This design comes from an exercise in tuning for small area, a short achievable clock period and few clock cycles on the open sky130 flow, not from production work. In this exercise RTL edits were held to simulation tests only and were not proved equivalent to the original. No activity file was given, so power comes from the tool's default toggle rates.

Design mgm, start of the top module:
module mgm(clk, rst, len_A, len_M, cmd, done, key, A, M, C, T, nonce);
    input clk;
    input rst;
    input [32-1:0] len_A;
    input [32-1:0] len_M;
    input [5:0] cmd;
    output reg done;
    input [256-1:0] key;
    input [64-1:0] A;
    input [64-1:0] M;
    output [64-1:0] C;
    output [64-1:0] T;
    input [64-2:0] nonce;
localparam S_IDLE = 3'd0, S_INIT = 3'd1, S_INIT2 = 3'd2, S_INIT3 = 3'd3,
           S_RUN = 3'd4, S_FINW = 3'd5, S_FINS = 3'd6;
reg [2:0]  st;
reg [2:0]  pc;           
reg        hp;           
reg [63:0] Z, Y, S, x, y;
reg [31:0] LA, LM;
reg        mbusy;
reg [6:0]  lenq;         
reg        lenok;
reg c_done, c_clr_pc, c_ld_zy, c_ld_h0, c_ld_h1, c_ld_g0, c_ld_g1, c_tk_h, c_tk_g,
    c_ld_a, c_ld_c, c_ld_l, c_clr_acc, c_h0_s, c_h0_n, c_g0_n, c_zinc, c_yinc;
wire k0run, k1run, k0fin, k1fin, k0fin_n, k1fin_n;
wire [31:0] k0reg, k1reg;
reg [2:0] c_st;          
wire [63:0] h0q, h1q, g0q, g1q;
wire h0r, h1r, g0r, g1r;
wire h0r_n, h1r_n, g0r_n, g1r_n;
wire [63:0] hq = hp ? h1q : h0q;
wire [63:0] gq = hp ? g1q : g0q;
wire       c_ld_x = c_ld_a | c_ld_c | c_ld_l;
wire [2:0] st_n = rst ? S_IDLE : c_st;
wire [2:0] pc_n = rst ? 3'd0 : (cmd != 6'd0) ? cmd[2:0] : c_clr_pc ? 3'd0 : pc;
wire       hp_n = c_clr_acc ? 1'b0 : c_tk_h ? !hp : hp;
wire       mbusy_n = rst ? 1'b0 : c_ld_x ? 1'b1 : (mbusy && y[63:4] == 60'd0) ? 1'b0 : mbusy;
wire       hr_n = hp_n ? h1r_n : h0r_n;
wire [63:0] mt, xn;
wire [63:0] cval;
wire [63:0] y_n = c_ld_a ? A : c_ld_c ? cval : c_ld_l ? {LA, LM} :
                  c_clr_acc ? 64'h0 : {4'b0000, y[63:4]};
wire       gr_n = hp_n ? g1r_n : g0r_n;
reg d_done, d_clr_pc, d_ld_zy, d_ld_h0, d_ld_h1, d_ld_g0, d_ld_g1, d_tk_h, d_tk_g,
  ...
Size in the first run: roughly 7,100 cells after synthesis, about 650 I/O pins, about 60,000 um2 of cells after synthesis.
==> flow/config.mk <==
export PLATFORM = sky130hd
export DESIGN_NAME = mgm
export DESIGN_NICKNAME = mgm
export VERILOG_FILES = /design/flow/design.v
export SDC_FILE = /design/flow/constraint.sdc
export NUM_CORES = 4
export LEC_CHECK = 0
export CAP_MARGIN = 20
export CORE_MARGIN = 2
export CORE_UTILIZATION = 50
export CTS_CLUSTER_DIAMETER = 100
export CTS_CLUSTER_SIZE = 20
export SETUP_SLACK_MARGIN = 4.3
export SLEW_MARGIN = 20
==> flow/constraint.sdc <==
create_clock -name core_clock -period 7.5 [get_ports {clk}]
set_input_delay 1.5000 -clock core_clock [delete_from_list [all_inputs] [get_ports {clk}]]
set_output_delay 1.5000 -clock core_clock [all_outputs]
set_load 0.01 [all_outputs]
standard.sh (not shown) runs the stock make flow with config.mk's settings and CLKGATE_MAP_FILE= SYNTH_SCRIPT=/design/flow/synth_recipe.tcl, a recipe that flattens the netlist after the stock synthesis.
==> flow/flow/run.sh <==
#!/bin/bash
# The standard layout (the standard.sh: ORFS synthesis, floorplan,
# placement, CTS and routing, unchanged), except that the port buffers that
# global placement puts on every input and output are the smallest buffer
# cell, sky130_fd_sc_hd__buf_1, instead of the slow 10 um2 delay buffer that
# buffer_ports picks by default. Timing repair still resizes them where a
# path needs it.
set -euo pipefail
export BUFFER_PORTS_ARGS="-buffer_cell sky130_fd_sc_hd__buf_1"
bash standard.sh > standard_flow.log 2>&1
The starting point went through all stages and came out clean.
Testbench counts at the start, summed over its fixed seeds: cycles 7,332.
Change:
--- a/flow/config.mk
+++ b/flow/config.mk
@@ -12,3 +12,3 @@
 export CTS_CLUSTER_SIZE = 20
-export SETUP_SLACK_MARGIN = 4.3
+export SETUP_SLACK_MARGIN = 4
 export SLEW_MARGIN = 20
Result: The changed run finished with timing, DRC and antenna clean. Design area falls by 5.4%. Setup slack loses 140 ps. Global-route usage decreases by 1.0 points. Via count falls by 2.7%. Total power went down by 7.8%.

Setup of purple:
Another version of the RTL of mgm (not shown whole).
Size: about 6900 cells after synthesis, ~760 flip-flops, ~650 I/O pins, ~0.059 mm2 of cells after synthesis.
clock: 7.5 ns
lec_check: 0
cap_margin: 20
core_margin: 2
core_utilization: 42
setup_slack_margin: 4
slew_margin: 20
Scripts as last shown in full above: flow/flow/run.sh
Testbench counts of purple, summed over its fixed seeds: cycles 7,364.
Here is what was changed in the inputs of blue compared with purple.
--- a/flow/config.mk
+++ b/flow/config.mk
@@ -8,5 +8,7 @@
 export CAP_MARGIN = 20
 export CORE_MARGIN = 2
-export CORE_UTILIZATION = 42
+export CORE_UTILIZATION = 50
+export CTS_CLUSTER_DIAMETER = 100
+export CTS_CLUSTER_SIZE = 20
 export SETUP_SLACK_MARGIN = 4
 export SLEW_MARGIN = 20
==> comparison <==
Changes observed in blue relative to purple: highest attainable clock frequency up 0.82%; worst setup slack climbed 0.029 ns; clock insertion delay at the later pin of the skew report now smaller. Part of the total power dissipated in the clock network, blue and purple: larger value in purple. Going from purple to blue, the relative contribution of combinational cells to total power was found to have gone up by 4.4 points.

==> static timing again, ports no longer ideal <==
The results above use ideal ports. As a check the final layouts listed here were re-extracted and re-timed, cells and wires unchanged. Step 1, drivers: a clkbuf_16 drives clk and a buf_2 each remaining input, both assumed. Step 2, shift: input delay + t, output delay - t, t = (earliest + latest rising clock arrival at the registers) / 2. This alone moves slack from input paths to output paths. Slacks: no drivers / after step 1 / after step 2; pairs: no drivers / after step 1.
run | t, ns | setup slack, ns | worst setup path at the end | clock arrival spread, ns | worst data-port slew with drivers (ns)
the first run of note 1 | 0.776 | 4.094 / 4.094 / 3.386 | input to register | 0.059 / 0.058 | 0.13
the second run of note 1 | 0.744 | 3.956 / 3.956 / 3.318 | input to register | 0.077 / 0.078 | 0.14
purple | 0.806 | 3.950 / 3.950 / 3.358 | input to register | 0.046 / 0.046 | 0.26
blue | 0.764 | 3.979 / 3.979 / 3.349 | input to register | 0.052 / 0.052 | 0.19
After both steps every run listed still meets setup and hold. For the first run of note 1, which loses most, drivers alone change the setup slack by 0.000 ns; drivers and shift together by -0.708 ns.
